Background: an optimization exercise with open tools, aiming at small area. Do not read the settings as production practice. Only the layout flow was run in this run; the RTL was not checked for function there.

`design/flow/run.sh`:
```
#!/bin/bash
# synth_recipe.tcl (not shown) runs the flow's synth.tcl, then flattens the netlist and writes it again
# the make line also repeats each setting of config.mk as NAME=value (left out here)
make -C /OpenROAD-flow-scripts/flow DESIGN_CONFIG=/design/flow/config.mk WORK_HOME=/design/flow/orfs CLKGATE_MAP_FILE= SYNTH_SCRIPT=/design/flow/synth_recipe.tcl finish
```
`design/flow/config.mk`:
```
export PLATFORM = sky130hd
export DESIGN_NAME = npu_core
export DESIGN_NICKNAME = npu_core
export VERILOG_FILES = /design/flow/design.v
export SDC_FILE = /design/flow/constraint.sdc
export NUM_CORES = 8
export LEC_CHECK = 0
export CAP_MARGIN = 20
export CORE_MARGIN = 2
export CORE_UTILIZATION = 40
export PLACE_DENSITY = 0.6
export SLEW_MARGIN = 20
```
`design/flow/constraint.sdc`:
```
create_clock -name core_clock -period 13.0 [get_ports {clk}]
set_input_delay 2.6000 -clock core_clock [delete_from_list [all_inputs] [get_ports {clk}]]
set_output_delay 2.6000 -clock core_clock [all_outputs]
set_load 0.01 [all_outputs]
```
`design/flow/design.v`:
```
`timescale 1ns/1ps
`timescale 1ns/1ps
module pe (
    input [31:0] x,
    input [31:0] weight,
    input in_valid,
    input flush,
    input out_en,
    input calc_bias,
    input calc_relu,
    output wire [31:0] result_out,
    output reg out_valid_r,
    output reg illegal_uop,
    input clk,
    input rst_n
);
wire signed [31:0] x_signed;
wire signed [31:0] weight_signed;
reg signed [31:0] result_nxt, result_r_signed;
reg out_valid;
assign x_signed = x;
assign weight_signed = weight;
assign result_out = result_r_signed;
always @* begin
    result_nxt = '0;
    out_valid = '0;
    illegal_uop = '0;
    casez ({flush, in_valid, calc_bias, calc_relu, out_en})
        5'b1????: begin
            result_nxt = '0;
            out_valid = '0; 
        end 
        5'b00000: begin
            result_nxt = result_r_signed;
            out_valid = out_valid_r;
        end 
        5'b00001: begin
            result_nxt = result_r_signed;
            out_valid = '1;
        end
        5'b00010: begin
            result_nxt = result_r_signed[32-1] ? '0 : result_r_signed;
            out_valid = '0;
        end
        5'b00011: begin
            result_nxt = result_r_signed[32-1] ? '0 : result_r_signed;
            out_valid = '1;
        end
        5'b001??, 5'b01?1?: begin
            illegal_uop = '1;
        end
        5'b01000: begin
            result_nxt = result_r_signed + x_signed * weight_signed;
        end
        5'b01001: begin
            result_nxt = result_r_signed + x_signed * weight_signed;
            out_valid = '1;
        end
        5'b01100: begin
            result_nxt = result_r_signed + weight_signed;
        end
        5'b01101: begin
            result_nxt = result_r_signed + weight_signed;
            out_valid = '1;
        end
    endcase
end
always @(posedge clk or negedge rst_n) begin
    if (!rst_n) begin
        result_r_signed <= '0;
    end
    else begin
        result_r_signed <= result_nxt;
    end
end
always @(posedge clk or negedge rst_n) begin
    if (!rst_n) begin
        out_valid_r <= '0;
    end
    else begin
        out_valid_r <= out_valid;
    end
end
endmodule
`timescale 1ns/1ps
module cu (
    input [8*32-1:0] kernel_data,
    input [31:0] feature_data,
    input [31:0] valid_pe_num,
    input [8-1:0] in_valid  ,
    input [8-1:0] out_en    ,
    input [8-1:0] calc_bias ,
    input [8-1:0] calc_relu ,
    input               flush     ,
    input [14:0] wb_baseaddr,
    input [31:0]      wb_ch_offset,
    output logic wb_busy,
    input last_uop,
    output logic [31:0] result_out,
    output logic [14:0] wb_addr,
    output logic result_out_valid,
    output logic illegal_uop,
    output logic compute_done,
    input wire clk,
    input wire rst_n
);
    localparam IDLE = 2'b00;
    localparam OUTPUT = 2'b01; 
    reg [31:0] counter;
    reg [1:0] state;
    reg [31:0] local_ch_offset_r;
    reg [31:0] local_valid_pe_num;
    reg local_tlast;
    reg [31:0] kernel_data_sync  [8-1:0];
    reg [31:0] feature_data_sync  ;
    reg [8-1:0] in_valid_sync  ;
    reg [8-1:0] out_en_sync    ;
    reg [8-1:0] calc_bias_sync ;
    reg [8-1:0] calc_relu_sync ;
    reg               flush_sync     ;
    reg               last_uop_sync  ;
    reg [14:0]  wb_baseaddr_sync;
    reg [31:0]       wb_ch_offset_sync;
    reg [31:0] result_r [8-1:0];
    reg [14:0]   wb_addr_r;
    wire [31:0] pe_result [8-1:0];
    wire [8-1:0]  pe_out_valid   ;
    wire [8-1:0]  pe_illegal_uop ;
    assign illegal_uop = |pe_illegal_uop;
    assign wb_busy = state != IDLE;
    assign wb_addr = wb_addr_r;
    always @(posedge clk or negedge rst_n) begin
        if (!rst_n) begin
            for (int i = 0; i < 8; i++) begin
                kernel_data_sync[i] <= '0;
            end
            feature_data_sync <= '0;
            in_valid_sync  <= '0;
            out_en_sync    <= '0;
            calc_bias_sync <= '0;
            calc_relu_sync <= '0;
            flush_sync     <= '0;
            last_uop_sync  <= '0;
            wb_baseaddr_sync <= '0;
            wb_ch_offset_sync <= '0;
        end
        else begin
            for (int i = 0; i < 8; i++) begin
                kernel_data_sync[i] <= kernel_data[i*32 +: 32];
            end
            feature_data_sync <= feature_data;
            in_valid_sync  <= in_valid;
            out_en_sync    <= out_en;
            calc_bias_sync <= calc_bias;
            calc_relu_sync <= calc_relu;
            flush_sync     <= flush;
            last_uop_sync  <= last_uop;
            wb_baseaddr_sync <= wb_baseaddr;
            wb_ch_offset_sync <= wb_ch_offset;
        end 
    end
    genvar i;
    generate
        for (i = 0; i < 8; i = i + 1) begin : pe_array
            pe u_pe (
                .x(feature_data_sync),
                .weight(kernel_data_sync[i]),
                .in_valid(in_valid_sync[i]),
                .flush(flush_sync),
                .out_en(out_en_sync[i]),
                .calc_bias(calc_bias_sync[i]),
                .calc_relu(calc_relu_sync[i]),
                .result_out(pe_result[i]),
                .out_valid_r(pe_out_valid[i]),
                .illegal_uop(pe_illegal_uop[i]),
                .clk(clk),
                .rst_n(rst_n)
            );
        end
    endgenerate
    always_ff @(posedge clk or negedge rst_n) begin
        if (~rst_n) begin
            for (int i = 0; i < 8; i++) begin
                result_r[i] <= '0;
            end
            counter <= 0;
            state <= IDLE;
            result_out <= '0;
            result_out_valid <= '0;
            wb_addr_r <= '0;
            local_ch_offset_r <= '0;
            local_valid_pe_num <= '0;
            local_tlast <= '0;
            compute_done <= '0;
        end
        else begin
            case (state)
                IDLE: begin
                    wb_addr_r <= wb_baseaddr_sync;
                    compute_done <= '0;
                    if (|pe_out_valid) begin
                        for (int i = 0; i < 8; i++) begin
                            result_r[i] <= pe_result[i];
                        end
                        counter <= 0;
                        state <= OUTPUT;
                        local_ch_offset_r <= wb_ch_offset_sync;
                        local_valid_pe_num <= valid_pe_num;
                        local_tlast <= last_uop_sync;
                    end
                end
                OUTPUT: begin
                    if (counter == 0) begin
                        result_out <= result_r[counter];
                        wb_addr_r  <= wb_addr_r;
                        result_out_valid <= 1;
                        counter <= counter + 1;
                        compute_done <= '0;
                    end
                    else if (counter < local_valid_pe_num) begin
                        result_out <= result_r[counter];
                        wb_addr_r  <= wb_addr_r + local_ch_offset_r;
                        result_out_valid <= 1;
                        counter <= counter + 1;
                        compute_done <= '0;
                    end
                    else begin
                        result_out <= '0;
                        result_out_valid <= 0;
                        state <= IDLE;
                        compute_done <= local_tlast;
                    end
                end
            endcase
        end
    end
endmodule
`timescale 1ns/1ps
module decoder (
    input [14:0] feature_baseaddr,
    input [15:0] kernel_baseaddr,
    input [31:0] feature_chin,
    input [31:0] feature_chout,
    input [31:0] feature_width,
    input [31:0] feature_height,
    input [7:0] kernel_sizeh,
    input [7:0] kernel_sizew,
    input has_bias,
    input has_relu,
    input [14:0] wb_baseaddr,
    input [31:0]      wb_ch_offset,
    input inst_valid,
    input tlast,
    output decoder_ready,
    output reg [31:0] valid_pe_num,
    output reg [8-1:0] in_valid  ,
    output reg [8-1:0] out_en    ,
    output reg [8-1:0] calc_bias ,
    output reg [8-1:0] calc_relu ,
    output reg               flush     ,
    output [14:0] cu_wb_baseaddr,
    output [31:0]      cu_wb_ch_offset,
    output reg last_uop,
    input wb_busy,
    output logic [14:0] fram_addr,
    output logic [9:0] kram_addr,
    output logic which_slot,     
    input wire clk,
    input wire rst_n
);
localparam IDLE     = 3'd0;
localparam DECODE   = 3'd1;
localparam MAC      = 3'd2;
localparam BIAS     = 3'd3;
localparam RELU     = 3'd4;
localparam OUTPUT   = 3'd5;
localparam FLUSH    = 3'd6;
reg [2:0] state;
reg [2:0] next_state;
reg [14:0]  feature_baseaddr_r;
reg [15:0]  kernel_baseaddr_r;
reg [31:0]       feature_chin_r;
reg [31:0]       feature_chout_r;
reg [31:0]       feature_width_r;
reg [31:0]       feature_height_r;
reg [7:0]       kernel_sizeh_r;
reg [7:0]       kernel_sizew_r;
reg                     has_bias_r;
reg                     has_relu_r;
reg [14:0]  wb_baseaddr_r;
reg [31:0]       wb_ch_offset_r;
reg [32-1:0] kernel_flat_offset;
reg [32-1:0] feature_flat_offset;
reg tlast_r;
reg [32-1:0] ch_cnt;
reg [32-1:0] col_cnt;
reg [32-1:0] row_cnt;
always @(posedge clk or negedge rst_n) begin
    if (!rst_n) begin
        feature_baseaddr_r  <= '0;
        kernel_baseaddr_r   <= '0;
        feature_chin_r      <= '0;
        feature_chout_r     <= '0;
        feature_width_r     <= '0;
        feature_height_r    <= '0;
        kernel_sizeh_r      <= '0;
        kernel_sizew_r      <= '0;
        has_bias_r          <= '0;
        has_relu_r          <= '0;
        wb_baseaddr_r       <= '0;
        wb_ch_offset_r      <= '0;
        kernel_flat_offset  <= '0;
        feature_flat_offset <= '0;
        tlast_r             <= '0;
    end
    else if (inst_valid & decoder_ready) begin
        feature_baseaddr_r  <= feature_baseaddr;
        kernel_baseaddr_r   <= kernel_baseaddr;
        feature_chin_r      <= feature_chin;
        feature_chout_r     <= feature_chout;
        feature_width_r     <= feature_width;
        feature_height_r    <= feature_height;
        kernel_sizeh_r      <= kernel_sizeh;
        kernel_sizew_r      <= kernel_sizew;
        has_bias_r          <= has_bias;
        has_relu_r          <= has_relu;
        wb_baseaddr_r       <= wb_baseaddr;
        wb_ch_offset_r      <= wb_ch_offset;
        kernel_flat_offset  <= kernel_sizew * kernel_sizeh;
        feature_flat_offset <= feature_width * feature_height;
        tlast_r             <= tlast;
    end
end
always @(posedge clk or negedge rst_n) begin
    if (!rst_n) begin
        ch_cnt    <= '0;
        col_cnt   <= '0;
        row_cnt   <= '0;
    end
    else if (state == FLUSH) begin
        ch_cnt    <= '0;
        col_cnt   <= '0;
        row_cnt   <= '0;
    end
    else if (state == MAC) begin
        if (col_cnt == kernel_sizew_r - 1) begin
            col_cnt <= '0;
            if (row_cnt == kernel_sizeh_r - 1) begin
                row_cnt <= '0;
                if (ch_cnt < feature_chin_r) begin
                    ch_cnt <= ch_cnt + 1;
                end
            end
            else begin
                row_cnt <= row_cnt + 1;
            end
        end
        else begin
            col_cnt <= col_cnt + 1;
        end
    end
end
always @(*) begin
    case(state)
        IDLE: begin
            if(inst_valid & decoder_ready) begin
                next_state = DECODE;
            end
            else begin
                next_state = IDLE;
            end
        end
        DECODE: begin
            next_state = MAC;
        end
        MAC: begin
            if ( ch_cnt == feature_chin_r - 1 
                && row_cnt == kernel_sizeh_r - 1 
                && col_cnt == kernel_sizew_r - 1 ) begin
                if(has_bias) begin
                    next_state = BIAS;
                end else if(has_relu) begin
                    next_state = RELU;
                end else begin
                    next_state = OUTPUT;
                end
            end
            else begin
                next_state = MAC;
            end
        end
        BIAS: begin
            if(has_relu) begin
                next_state = RELU;
            end else begin
                next_state = OUTPUT;
            end
        end
        RELU: begin
            next_state = OUTPUT;
        end
        OUTPUT: begin
            if (wb_busy) begin
                next_state = OUTPUT;
            end
            else begin
                next_state = FLUSH;
            end
        end
        FLUSH: begin
            next_state = IDLE;
        end
        default: begin
            next_state = IDLE;
        end
    endcase
end
always @(posedge clk or negedge rst_n) begin
    if(~rst_n) begin
        state <= IDLE;
    end else begin
        state <= next_state;
    end
end
always @(posedge clk or negedge rst_n) begin
    if (!rst_n) begin
        in_valid      <= '0;
        out_en        <= '0;
        calc_bias     <= '0;
        calc_relu     <= '0;
        flush         <= '0; 
        last_uop      <= '0;  
    end
    else begin
        case (state)
            IDLE: begin
                in_valid      <= '0;
                out_en        <= '0;
                calc_bias     <= '0;
                calc_relu     <= '0;
                flush         <= '0; 
                last_uop      <= '0;  
            end
            DECODE: begin
                in_valid      <= '0;
                out_en        <= '0;
                calc_bias     <= '0;
                calc_relu     <= '0;
                flush         <= '0;
                last_uop      <= '0; 
            end
            MAC: begin
                in_valid      <= '1;
                out_en        <= '0;
                calc_bias     <= '0;
                calc_relu     <= '0;
                flush         <= '0; 
                last_uop      <= '0;
            end
            BIAS: begin
                in_valid      <= '1;
                out_en        <= '0;
                calc_bias     <= '1;
                calc_relu     <= '0;
                flush         <= '0; 
                last_uop      <= '0;
            end
            RELU: begin
                in_valid      <= '0;
                out_en        <= '0;
                calc_bias     <= '0;
                calc_relu     <= '1;
                flush         <= '0; 
                last_uop      <= '0;
            end
            OUTPUT: begin
                if (!wb_busy) begin
                    in_valid      <= '0;
                    out_en        <= '1;
                    calc_bias     <= '0;
                    calc_relu     <= '0;
                    flush         <= '0;
                    last_uop      <= tlast_r; 
                end
                else begin
                    in_valid      <= '0;
                    out_en        <= '0;
                    calc_bias     <= '0;
                    calc_relu     <= '0;
                    flush         <= '0;
                    last_uop      <= tlast_r; 
                end
            end
            FLUSH: begin
                in_valid      <= '0;
                out_en        <= '0;
                calc_bias     <= '0;
                calc_relu     <= '0;
                flush         <= '1; 
                last_uop      <= tlast_r;
            end
        endcase
    end
end
always @(posedge clk or negedge rst_n) begin
    if (!rst_n) begin
        valid_pe_num <= '0;
    end
    else if (feature_chout_r < 8) begin
        valid_pe_num <= feature_chout_r;
    end
    else begin
        valid_pe_num <= 8;
    end
end
assign decoder_ready = (state == IDLE);
assign which_slot = kernel_baseaddr_r[16-1];
wire [31:0] k_offset = ch_cnt * kernel_flat_offset + row_cnt * kernel_sizew_r + col_cnt;
wire [31:0] f_offset = ch_cnt * feature_flat_offset + row_cnt * feature_width_r + col_cnt;
assign fram_addr = feature_baseaddr_r + f_offset;
assign kram_addr = kernel_baseaddr_r[9:0] + k_offset;
assign cu_wb_baseaddr = wb_baseaddr_r;
assign cu_wb_ch_offset = wb_ch_offset_r;
endmodule
`timescale 1ns/1ps
module instgen (
    input [31:0] feature_baseaddr,
    input [31:0] kernel_baseaddr,
    input [31:0] feature_width,
    input [31:0] feature_height,
    input [31:0] feature_chin,
    input [31:0] feature_chout,
    input [7:0] kernel_sizeh,
    input [7:0] kernel_sizew,
    input has_bias,
    input has_relu,
    input [7:0] stride,
    input [31:0] output_baseaddr,
    input [31:0] output_width,
    input [31:0] output_height,
    input csrcmd_valid,
    output instgen_ready,
    output reg [14:0]   stride_feature_baseaddr,
    output reg [15:0]   stride_kernel_baseaddr,
    output reg [31:0]        stride_feature_chin,
    output reg [31:0]        stride_feature_chout,
    output reg [31:0]        stride_feature_width,
    output reg [31:0]        stride_feature_height,
    output reg [7:0]                stride_kernel_sizeh,
    output reg [7:0]                stride_kernel_sizew,
    output reg                      stride_has_bias,
    output reg                      stride_has_relu,
    output reg [14:0]   stride_wb_baseaddr,
    output reg [31:0]        stride_wb_ch_offset,
    output inst_valid,
    output reg tlast,
    input  decoder_ready,
    input wire clk,
    input wire rst_n
);
localparam IDLE     = 3'd0;
localparam INIT     = 3'd1;
localparam EXEC     = 3'd2;
localparam DONE     = 3'd3;
reg [2:0] state;
reg [2:0] next_state;
reg [31:0]       feature_baseaddr_r;
reg [31:0]       kernel_baseaddr_r;
reg [31:0]       feature_chin_r;
reg [31:0]       feature_chout_r;
reg [31:0]       feature_width_r;
reg [31:0]       feature_height_r;
reg [7:0]               kernel_sizeh_r;
reg [7:0]               kernel_sizew_r;
reg                     has_bias_r;
reg                     has_relu_r;
reg [7:0]               stride_r;
reg [31:0]       wb_baseaddr_r;
reg [31:0]       output_width_r;
reg [31:0]       output_height_r;
reg [31:0]       position_x, position_x_nxt;
reg [31:0]       position_y, position_y_nxt;
reg [31:0]       feature_flat_offset;
reg [14:0]  wbaddr_offset;
reg conv_done;
assign instgen_ready = (state == IDLE);
assign inst_valid = (state == EXEC);
always @(posedge clk or negedge rst_n) begin
    if (!rst_n) begin
        feature_baseaddr_r  <= '0;
        kernel_baseaddr_r   <= '0;
        feature_chin_r      <= '0;
        feature_chout_r     <= '0;
        feature_width_r     <= '0;
        feature_height_r    <= '0;
        kernel_sizeh_r      <= '0;
        kernel_sizew_r      <= '0;
        has_bias_r          <= '0;
        has_relu_r          <= '0;
        stride_r            <= '0;
        wb_baseaddr_r       <= '0;
        output_width_r      <= '0;
        output_height_r     <= '0;
        feature_flat_offset <= '0;
    end
    else if (csrcmd_valid && instgen_ready) begin
        feature_baseaddr_r  <= feature_baseaddr;
        kernel_baseaddr_r   <= kernel_baseaddr;
        feature_chin_r      <= feature_chin;
        feature_chout_r     <= feature_chout;
        feature_width_r     <= feature_width;
        feature_height_r    <= feature_height;
        kernel_sizeh_r      <= kernel_sizeh;
        kernel_sizew_r      <= kernel_sizew;
        has_bias_r          <= has_bias;
        has_relu_r          <= has_relu;
        stride_r            <= stride;
        wb_baseaddr_r       <= output_baseaddr;
        output_width_r      <= output_width;
        output_height_r     <= output_height;
        feature_flat_offset <= feature_width * feature_height;
    end
end
always @(posedge clk or negedge rst_n) begin
    if (!rst_n) begin
        position_x <= '0;
        position_y <= '0;
    end
    else begin
        position_x <= position_x_nxt;
        position_y <= position_y_nxt;
    end
end
always @(posedge clk or negedge rst_n) begin
    if (!rst_n) begin
        wbaddr_offset <= '0;
    end
    else if (state != EXEC) begin
        wbaddr_offset <= '0;
    end
    else if(inst_valid && decoder_ready) begin
        wbaddr_offset <= wbaddr_offset + 1;
    end
end
always @* begin
    position_x_nxt = '0;
    position_y_nxt = '0;
    conv_done = '0;
    casez (state)
        IDLE: begin
            position_x_nxt = '0;
            position_y_nxt = '0;
        end
        INIT: begin
            position_x_nxt = kernel_sizew_r - 1;
            position_y_nxt = kernel_sizeh_r - 1;
        end
        EXEC: begin
            if(inst_valid && decoder_ready) begin
                position_x_nxt = position_x + stride_r;
                if (position_x_nxt >= feature_width_r) begin
                    position_x_nxt = kernel_sizew_r - 1;
                    position_y_nxt = position_y + stride_r;
                    if (position_y_nxt >= feature_height_r) begin
                        conv_done = 1;
                    end
                end
                else begin
                    position_y_nxt = position_y;
                end
            end
            else begin
                position_x_nxt = position_x;
                position_y_nxt = position_y;
            end
        end
        default: begin
            position_x_nxt = '0;
            position_y_nxt = '0;
        end
    endcase
end
always_ff @(posedge clk or negedge rst_n) begin
    if (~rst_n) begin
        state <= IDLE;
    end else begin
        state <= next_state;
    end
end
always @* begin
    tlast = '0;
    casez (state)
        IDLE: begin
            if (csrcmd_valid & instgen_ready) begin
                next_state = INIT;
            end else begin
                next_state = IDLE;
            end
        end
        INIT: begin
            next_state = EXEC;
        end
        EXEC: begin
            if (conv_done & decoder_ready) begin
                next_state = DONE;
                tlast = '1;
            end else begin
                next_state = EXEC;
            end
        end
        DONE: begin
            if (decoder_ready) begin
                next_state = IDLE;
            end
            else begin
                next_state = DONE;
            end
        end
        default: 
            next_state = IDLE;
    endcase
end
wire [31:0] f_offset = (position_y - kernel_sizeh_r + 1) * feature_width_r + position_x - kernel_sizew_r + 1; 
always @* begin
    stride_feature_baseaddr = feature_baseaddr_r[2+:15] + f_offset;
    stride_kernel_baseaddr = kernel_baseaddr_r[2+:16];
    stride_feature_chin = feature_chin_r;
    stride_feature_chout = feature_chout_r;
    stride_feature_width = feature_width_r;
    stride_feature_height = feature_height_r;
    stride_kernel_sizeh = kernel_sizeh_r;
    stride_kernel_sizew = kernel_sizew_r;
    stride_has_bias = has_bias_r;
    stride_has_relu = has_relu_r;
    stride_wb_baseaddr = wb_baseaddr_r[2+:15] + wbaddr_offset;
    stride_wb_ch_offset = output_width_r * output_height_r;
end
endmodule
`timescale 1ns/1ps
module npu_core (
    input  wire                  start,
    input  wire [31:0]    kernel_baseaddr,
    input  wire [31:0]    feature_baseaddr,
    input  wire [31:0]    output_baseaddr,
    input  wire [31:0]    feature_width,
    input  wire [31:0]    feature_height,
    input  wire [31:0]    feature_chin,
    input  wire [31:0]    feature_chout,
    input  wire [31:0]    output_width,
    input  wire [31:0]    output_height,
    input  wire [7:0]            kernel_size,
    input  wire [7:0]            stride,
    input  wire                  has_bias,
    input  wire                  has_relu,
    input  wire                  conv_mode,    
    output wire                  busy,
    output wire [14:0] fram_raddr,
    input  wire [31:0]      fram_rdata,
    output wire [14:0] fram_waddr,
    output wire [31:0]      fram_wdata,
    output wire                    fram_we,
    output wire [9:0]     kram_raddr,
    output wire                            kram_slot,
    input  wire [8*32-1:0]  kram_rdata,
    output wire                  compute_done,
    output wire                  exception,
    input  wire                  clk,
    input  wire                  rst_n
);
wire [7:0] kernel_sizeh = conv_mode ? kernel_size : 8'd1;
wire [7:0] kernel_sizew = kernel_size;
wire instgen_ready;
wire [14:0]   stride_feature_baseaddr;
wire [15:0]   stride_kernel_baseaddr;
wire [31:0]        stride_feature_chin;
wire [31:0]        stride_feature_chout;
wire [31:0]        stride_feature_width;
wire [31:0]        stride_feature_height;
wire [7:0]                stride_kernel_sizeh;
wire [7:0]                stride_kernel_sizew;
wire                      stride_has_bias;
wire                      stride_has_relu;
wire inst_valid;
wire tlast;
wire decoder_ready;
wire [14:0]   stride_wb_baseaddr;
wire [31:0]        stride_wb_ch_offset;
wire  [31:0] valid_pe_num;
wire  [8-1:0] in_valid  ;
wire  [8-1:0] out_en    ;
wire  [8-1:0] calc_bias ;
wire  [8-1:0] calc_relu ;
wire                flush     ;
wire  [14:0] cu_wb_baseaddr;
wire  [31:0]      cu_wb_ch_offset;
wire wb_busy;
wire last_uop;
wire [14:0] shared_fram_addr;
wire [9:0] shared_kram_addr;
wire which_slot;
wire [31:0] result_out;
wire [14:0] wb_addr;
wire result_out_valid;
wire illegal_uop;
wire bank_conflict;
instgen u_instgen(
    .feature_baseaddr       (feature_baseaddr),
    .kernel_baseaddr        (kernel_baseaddr),
    .feature_width          (feature_width),
    .feature_height         (feature_height),
    .feature_chin           (feature_chin),
    .feature_chout          (feature_chout),
    .kernel_sizeh           (kernel_sizeh),
    .kernel_sizew           (kernel_sizew),
    .has_bias               (has_bias),
    .has_relu               (has_relu),
    .stride                 (stride),
    .output_baseaddr        (output_baseaddr),
    .output_height          (output_height),
    .output_width           (output_width),
    .csrcmd_valid           (start),
    .instgen_ready          (instgen_ready),
    .stride_feature_baseaddr    (stride_feature_baseaddr),
    .stride_kernel_baseaddr     (stride_kernel_baseaddr),
    .stride_feature_chin        (stride_feature_chin),
    .stride_feature_chout       (stride_feature_chout),
    .stride_feature_width       (stride_feature_width),
    .stride_feature_height      (stride_feature_height),
    .stride_kernel_sizeh        (stride_kernel_sizeh),
    .stride_kernel_sizew        (stride_kernel_sizew),
    .stride_has_bias            (stride_has_bias),
    .stride_has_relu            (stride_has_relu),
    .stride_wb_baseaddr         (stride_wb_baseaddr),
    .stride_wb_ch_offset        (stride_wb_ch_offset),
    .inst_valid                 (inst_valid),
    .tlast                      (tlast),
    .decoder_ready              (decoder_ready),
    .clk                        (clk),
    .rst_n                      (rst_n)
);
decoder u_decoder(
    .feature_baseaddr   (stride_feature_baseaddr),
    .kernel_baseaddr    (stride_kernel_baseaddr),
    .feature_chin       (stride_feature_chin),
    .feature_chout      (stride_feature_chout),
    .feature_width      (stride_feature_width),
    .feature_height     (stride_feature_height),
    .kernel_sizeh       (stride_kernel_sizeh),
    .kernel_sizew       (stride_kernel_sizew),
    .has_bias           (stride_has_bias),
    .has_relu           (stride_has_relu),
    .wb_baseaddr        (stride_wb_baseaddr),
    .wb_ch_offset       (stride_wb_ch_offset),
    .inst_valid         (inst_valid),
    .tlast              (tlast),
    .decoder_ready      (decoder_ready),
    .valid_pe_num       (valid_pe_num),
    .in_valid           (in_valid),
    .out_en             (out_en),
    .calc_bias          (calc_bias),
    .calc_relu          (calc_relu),
    .flush              (flush),
    .cu_wb_baseaddr     (cu_wb_baseaddr),
    .cu_wb_ch_offset    (cu_wb_ch_offset),
    .wb_busy            (wb_busy),
    .last_uop           (last_uop),
    .fram_addr          (shared_fram_addr),
    .kram_addr          (shared_kram_addr),
    .which_slot         (which_slot),
    .clk                (clk),
    .rst_n              (rst_n)
);
cu u_cu(
    .kernel_data    (kram_rdata),
    .feature_data   (fram_rdata),
    .valid_pe_num   (valid_pe_num),
    .in_valid       (in_valid),
    .out_en         (out_en),
    .calc_bias      (calc_bias),
    .calc_relu      (calc_relu),
    .flush          (flush),
    .wb_baseaddr    (cu_wb_baseaddr),
    .wb_ch_offset   (cu_wb_ch_offset),
    .wb_busy        (wb_busy),
    .last_uop       (last_uop),
    .result_out     (result_out),
    .wb_addr        (wb_addr),
    .result_out_valid   (result_out_valid),
    .illegal_uop    (illegal_uop),
    .compute_done   (compute_done),
    .clk    (clk),
    .rst_n  (rst_n)
);
assign bank_conflict = (shared_fram_addr[15-1 -: 2] == wb_addr[15-1 -: 2]) && result_out_valid;
assign fram_raddr = shared_fram_addr;
assign fram_waddr = wb_addr;
assign fram_wdata = result_out;
assign fram_we    = result_out_valid;
assign kram_raddr = shared_kram_addr;
assign kram_slot  = which_slot;
assign exception  = illegal_uop | bank_conflict;
assign busy       = ~instgen_ready;
endmodule
```
==> flow_metrics.tcl <==
set metrics [dict create \
    status "finished clean" \
    synth_seq_cells 1587 \
    maxSlewHeadroom_pct 12.6 \
    arrival_ns 9.09 \
    max-cap-violations 0 \
    synth_ff_type "dfrtp_1" \
    fp.coreArea_sq_mm 0.595 \
    yosysWarnings 8 \
    critical_path.startpoint "u_decoder.ch_cnt[2]" \
    overflow 0 \
    start_util_pct 40.2 \
    tns_ns 0 \
    clockBufferDepth 4 \
    cts_tree "built" \
    worstMarginPinSlew_ns 1.31 \
    setup_viol 0 \
    hp-class "flip-flop to flip-flop" \
    cp_max_fo 15 \
    cts_buffers 210 \
    dr.first_iter.drc_count 13216 \
    worstSetupStartpointType "flip-flop" \
    async_flop_share_pct 100 \
    finalWorstPathRequiredPeriod_ns 11.69 \
    slowest_stage "clkdlybuf4s50_1" \
    worstSetupPathType "flip-flop to output port" \
    die_y_microns 777 \
    area_growth_syn_to_layout_pct 9.11 \
    drt-pass1-iter-count 8 \
    synth_area_per_cell_sq_um 9.22 \
    routed_wl_microns 762000 \
    crit_required_ns 10.40 \
    yosysUniqueCellTypes 78 \
    via_per_inst 5.26 \
    drtAntennaViolNets 0 \
    insertion_delay_ns 1.03 \
    rows 283 \
    fin_crit_sh_pct 90.0 \
    largest_registers "u_cu.kernel_data_sync (256), u_cu.pe_array.u_pe.result_r_signed (256), u_cu.result_r (256)" \
    dp_hpwl_microns 576000 \
    netlist_area_sq_mm 0.239 \
    grt_max_degree 229 \
    crit_family "adder cells" \
    ctsHtreeMaxLevel 4 \
    clk_pin_slew_ns 0.06 \
    post_cts_buffers 0 \
    synth_edf_count 0 \
    postCtsHoldBufs 0 \
    port-buffer-count 585 \
    cts_resized 0 \
    die-width_microns 777 \
    layout_common_cells "inv_1, fa_1, nand2_1, and2_1, ha_1" \
    nets 32390 \
    route.detailed.drc 0 \
    grt.total_usage_pct 25.4 \
    end_kind "output port" \
    wl_per_cell_microns 22.5 \
    grt_pass1_wl_microns 1170000 \
    place.gp.congestion 0.939 \
    crit_top_cell "fa_1" \
    io_pins 675 \
    r2r-start "u_instgen.kernel_sizeh_r[0]" \
    max_freq_mhz 85.5 \
    rsz0062_at_grt "false" \
    ys_seq_area_share_pct 16.6 \
    final_common_cell "inv_1" \
    r2r_slack_ns 3.52 \
    skew_ns 0.112 \
    hold_violations 0 \
    clock-sinks 1587 \
    slew_violations 0 \
    clock-root-buffer "clkbuf_16" \
    antenna_found_initial 76 \
    max_stage_delay_ns 0.75 \
    grt_pass1_vias 189065 \
    synthCells 25919 \
    path_buf_inv 4 \
    route.vias.total 177991 \
    drive_gt1_share_pct 4.05 \
    dieArea_sq_mm 0.603 \
    hp-start "u_decoder.wb_baseaddr_r[11]" \
]
cells by family (layout without fill, tap and decap cells):
| group | count (synthesis) | after routing | share of synthesized area, % |
|---|---|---|---|
| AND/OR/NAND/NOR | 7826 | 7826 | 16.1 |
| buffers and inverters | 6368 | 6385 | 10.0 |
| adder cells (fa/ha/maj) | 6008 | 6008 | 44.2 |
| AO/OA/AOI/OAI | 2426 | 2426 | 6.56 |
| flip-flops | 1587 | 1587 | 16.6 |
| XOR/XNOR | 1413 | 1413 | 5.20 |
| multiplexers | 290 | 290 | 1.35 |
| other | 1 | 90 | 0.00157 |
layer usage:
layer / GRT usage, % / part of all wire [%]
met1: 34.1 / 42
met2: 40.7 / 45
met3: 4.91 / 8.1
met4: 9.98 / 4.6
met5: 0 / 0.016
final cells by class:
type                    count  area [sq um]
repair buffers            880          8530
multi-input cells       17991        176000
flip-flops and latches   1587         39800
fillers                 57850        334000
inverters                5114         19200
well taps                7837          9810
diodes                     62           155
clock inverters           127          1830
clock buffers             264          5700
through the flow:
stage                     std cells  hold WS (ns)  worst slack (ns)  utilization, %  area, sq um
after floorplan               25946         0.349              3.52               -       239000
after global routing          33841         0.379             0.906            43.8       261000
final                         33862         0.371              1.31            43.8       261000
after CTS                     33799         0.372              1.22            43.8       260000
after detailed placement      33408         0.358              2.42            42.5       253000
after global placement        33408         0.360              2.37            42.5       253000
synthesized netlist by cell type (39+ instances only):
cell type | instances | area share (%)
a31oi_1 | 49 | 0.13
nand3_1 | 170 | 0.36
o21a_1 | 65 | 0.20
and2_1 | 2831 | 7.4
o211ai_1 | 42 | 0.13
a21o_1 | 239 | 0.75
mux2_2 | 254 | 1.2
xnor2_1 | 980 | 3.6
o221ai_1 | 66 | 0.24
ha_1 | 1970 | 10
nand2b_1 | 119 | 0.31
a21oi_1 | 534 | 1.1
nor2b_1 | 77 | 0.20
clkbuf_1 | 1195 | 1.9
fa_1 | 4038 | 34
nor4_1 | 53 | 0.14
or3_1 | 47 | 0.12
a221oi_1 | 39 | 0.14
and3_1 | 59 | 0.15
or2_2 | 49 | 0.13
a22oi_1 | 164 | 0.52
o21ai_0 | 721 | 1.5
nor3_1 | 152 | 0.32
a221o_1 | 56 | 0.23
nor2_1 | 593 | 0.93
nand2_1 | 3499 | 5.5
inv_1 | 5105 | 8.0
o21bai_1 | 93 | 0.29
xor2_1 | 429 | 1.6
dfrtp_1 | 1587 | 17
buf_1 | 57 | 0.090
nand4_1 | 96 | 0.25
worst reg2reg max path, delay by kind of cell (launching register included):
family	cells	cell delay (ns)
simple gates	2	0.24
compound gates	5	1.15
xor+xnor	12	2.84
fa+ha+maj	9	4.02
buf+inv	4	0.55
flops	1	0.53
final timing paths:
path,end,cells after the start
max,exception,26
min,u_cu.wb_baseaddr_sync[11],0
max reg2reg,u_decoder.feature_baseaddr_r[14],32
min reg2reg,u_cu.wb_baseaddr_sync[11],0
max in group asynchronous,u_instgen.position_x[6],4
min in group asynchronous,u_cu.pe_array[7].u_pe.result_r_signed[21],1

==> afterwards: timing with drivers on the ports <==
Ports are ideal in the flow. The routed layout listed here was re-timed in OpenROAD. Step 1 sets driving cells, clkbuf_16 on the clock port and buf_2 on the other inputs (assumed; they add their load-dependent delay and slew). Step 2 times the ports against the registers' clock, not the clock port: input delays grow and output delays shrink by t, the midpoint of the rising clock arrivals with the driver on. a / b / c = ideal / step 1 / step 2; a / b = the first two.
shift t [ns]: 1.089
slack for setup (ns): 1.306 / 1.171 / 2.261
hold slack, ns: 0.371 / 0.371 / 0.371
worst slew at a driven data input, ns: 0.14
After both steps setup and hold are still met in this run. For this run, drivers alone change the setup slack by -0.135 ns; drivers and shift together by +0.955 ns.
